Source: an optimization exercise on an open RTL-to-GDS flow (aim: small area, a short achievable clock period and few clock cycles). Production flows keep margins and buffers that such runs may drop.
In this exercise RTL edits were held to simulation tests only and were not proved equivalent to the original.
Power is estimated from default activity; no workload was simulated.

Design top_v1b, start of the top module:
module top_v1b (
    input clk,
    input rst,
    input wr,
    input [2:0] address,
    input [7:0] wdata,
    output [7:0] rdata,
    output busy
);
==> flow/config.mk <==
export PLATFORM = sky130hd
export DESIGN_NAME = top_v1b
export DESIGN_NICKNAME = top_v1b
export VERILOG_FILES = /design/flow/design.v
export SDC_FILE = /design/flow/constraint.sdc
export NUM_CORES = 4
export LEC_CHECK = 0
export ABC_AREA = 1
export CAP_MARGIN = 20
export CORE_MARGIN = 2
export CORE_UTILIZATION = 40
export PLACE_DENSITY = 0.6
export SETUP_SLACK_MARGIN = 3.6
export SLEW_MARGIN = 20
==> flow/constraint.sdc <==
create_clock -name core_clock -period 8.0 [get_ports {clk}]
set_input_delay 1.6000 -clock core_clock [delete_from_list [all_inputs] [get_ports {clk}]]
set_output_delay 1.6000 -clock core_clock [all_outputs]
set_load 0.01 [all_outputs]
standard.sh (not shown) runs the stock make flow with config.mk's settings and CLKGATE_MAP_FILE= SYNTH_SCRIPT=/design/flow/synth_recipe.tcl, a recipe that flattens the netlist after the stock synthesis.
==> flow/flow/run.sh <==
#!/bin/bash
# The standard layout, with two changes to how it is made:
#  - ports are buffered with buf_4 instead of the delay buffer buffer_ports picks;
#  - timing repair may resize cells across footprints.
# The make output (every ORFS step, plus ORFS's own per-step logs under orfs/logs)
# goes to flow_make.log in this folder.
set -euo pipefail
bash standard.sh MATCH_CELL_FOOTPRINT=0 "BUFFER_PORTS_ARGS=-buffer_cell sky130_fd_sc_hd__buf_4" finish > flow_make.log 2>&1
Testbench counts at the start, summed over its fixed seeds: cycles 157,093.
Next try:
- CAP_MARGIN: 20 -> 5
- SETUP_SLACK_MARGIN: 3.6 -> 3.4
- SLEW_MARGIN: 20 -> 5
The new run went through all stages and came out clean.
Routed wire length is lower by 3.3%.
Core utilization drops by 2.4 points.
Area after synthesis stays the same.
Next try:
- CAP_MARGIN: 5 -> 20
- CORE_UTILIZATION: 40 -> 60
- PLACE_DENSITY: 0.6 -> 0.8
- SLEW_MARGIN: 5 -> 20
Effect: The new run went through all stages and came out clean; power rises slightly; die area falls by a quarter to a third; via count rises by a few percent.
Next try:
- CORE_UTILIZATION: 60 -> 40
- PLACE_DENSITY: 0.8 -> 0.6
- SETUP_SLACK_MARGIN: 3.4 -> 3.5
- TNS_END_PERCENT: default -> 10
The new run went through all stages and came out clean. Maximum frequency grows by a few percent. Global-route usage came out lower by 11 points. First-iteration DRC count decreases by a quarter to a third. Sequential share of layout area falls by 0.67 points. Clock power rises slightly. Synthesized cell count does not change. Non-clock buffer count grows by 16.
Next try:
==> flow/run.sh (new file) <==
#!/bin/bash
# synth_recipe.tcl (not shown) runs the flow's synth.tcl, then flattens the netlist and writes it again
# the make line also repeats each setting of config.mk as NAME=value (left out here)
make -C /OpenROAD-flow-scripts/flow DESIGN_CONFIG=/design/flow/config.mk WORK_HOME=/design/flow/orfs CLKGATE_MAP_FILE= SYNTH_SCRIPT=/design/flow/synth_recipe.tcl finish
- CORE_UTILIZATION: 40 -> 55
- PLACE_DENSITY: 0.6 -> 0.75
- SETUP_SLACK_MARGIN: 3.5 -> 3.4
- TNS_END_PERCENT: 10 -> default
removed: flow/flow/run.sh
removed: flow/standard.sh
Die area falls by about 27%.
Maximum frequency falls by 1.3%.
Setup slack loses 60 ps.
Non-clock buffer count falls by 5.
Sequential power is about the same.
Routed wire length falls by 2.3%.
Cell area falls by about 0.7%.
Global-route usage rises by 8.0 points.
Power falls by 0.50%.
Clock skew falls by 8.4 ps.

* * *

Starting RTL as in the previous note.
export LEC_CHECK = 0
export ABC_AREA = 1
export CAP_MARGIN = 20
export CORE_MARGIN = 2
export CORE_UTILIZATION = 40
export PLACE_DENSITY = 0.6
export SETUP_SLACK_MARGIN = 3.4
export SLEW_MARGIN = 20
export TNS_END_PERCENT = 20
create_clock -name core_clock -period 8.0 [get_ports {clk}]
==> flow/flow/run.sh <==
#!/bin/bash
# The standard layout, with two changes to how it is made:
#  - ports are buffered with buf_4 instead of the delay buffer buffer_ports picks;
#  - timing repair may resize cells across footprints.
# The make output (every ORFS step, plus ORFS's own per-step logs under orfs/logs)
# goes to flow_make.log in this folder.
set -euo pipefail
bash standard.sh MATCH_CELL_FOOTPRINT=0 "BUFFER_PORTS_ARGS=-buffer_cell sky130_fd_sc_hd__buf_4" finish > flow_make.log 2>&1
Testbench counts at the start, summed over its fixed seeds: cycles 157,093.
Edit:
Settings changed: TNS_END_PERCENT 20 to unset.
Outcome:
- cell area grows slightly
- global-route usage does not change
- first-iteration DRC count shrinks by a few percent
- hold slack barely changes
- synthesized cell count is unchanged
- clock-buffer cell count does not change
- wire length barely changes
- sequential power barely changes
- via count is about the same
- setup slack gains 0.035 ns
Edit:
Settings changed: SETUP_SLACK_MARGIN 3.4 to 3.2.
Result: Area after synthesis stays the same. Core utilization falls by 1.2 points. Clock-buffer cell count is unchanged. First-iteration DRC count rises by 3.7%. Fmax falls by about 3%. Hold slack stays flat. Routed wire length falls by 0.39%.
Edit:
Settings changed: SETUP_SLACK_MARGIN 3.2 to 3.6, TNS_END_PERCENT set to 20.
What happened: Final cell count went up by about 1.7%. Clock power is about the same. Worst hold slack stays flat. Wire length climbs by about 3%. Power rises by about 5.5%. Clock-buffer cell count is unchanged.

==> separate check: timing with driven ports <==
In the flow no input, the clock included, has a driving cell. The finished layouts below were timed again as built, in two steps. Step 1, drivers: a clkbuf_16 drives clk and a buf_2 each remaining input, both assumed. Step 2 also shifts input and output timing later by t, the mid clock arrival at the registers, as if the neighbouring blocks saw the same clock. a / b / c = ideal ports / drivers / drivers and shift; a / b = the first two.
run | t, ns | setup WS [ns] | worst setup path at the end
the first run of note 1 | 0.420 | 3.553 / 3.553 / 3.553 | register to register
the second run of note 1 | 0.423 | 3.522 / 3.491 / 3.491 | input to output
the third run of note 1 | 0.430 | 3.442 / 3.442 / 3.442 | register to register
the fourth run of note 1 | 0.425 | 3.532 / 3.532 / 3.532 | register to register
the fifth run of note 1 | 0.415 | 3.472 / 3.462 / 3.279 | input to register
the first run of note 2 | 0.424 | 3.487 / 3.487 / 3.487 | register to register
the second run of note 2 | 0.423 | 3.522 / 3.491 / 3.491 | input to output
the third run of note 2 | 0.428 | 3.375 / 3.345 / 3.345 | input to output
the fourth run of note 2 | 0.424 | 3.531 / 3.531 / 3.531 | register to register
After both steps setup and hold are still met in every run listed. The setup slack of the fifth run of note 1, which loses most, moves by -0.010 ns with the drivers and by -0.193 ns with both steps.
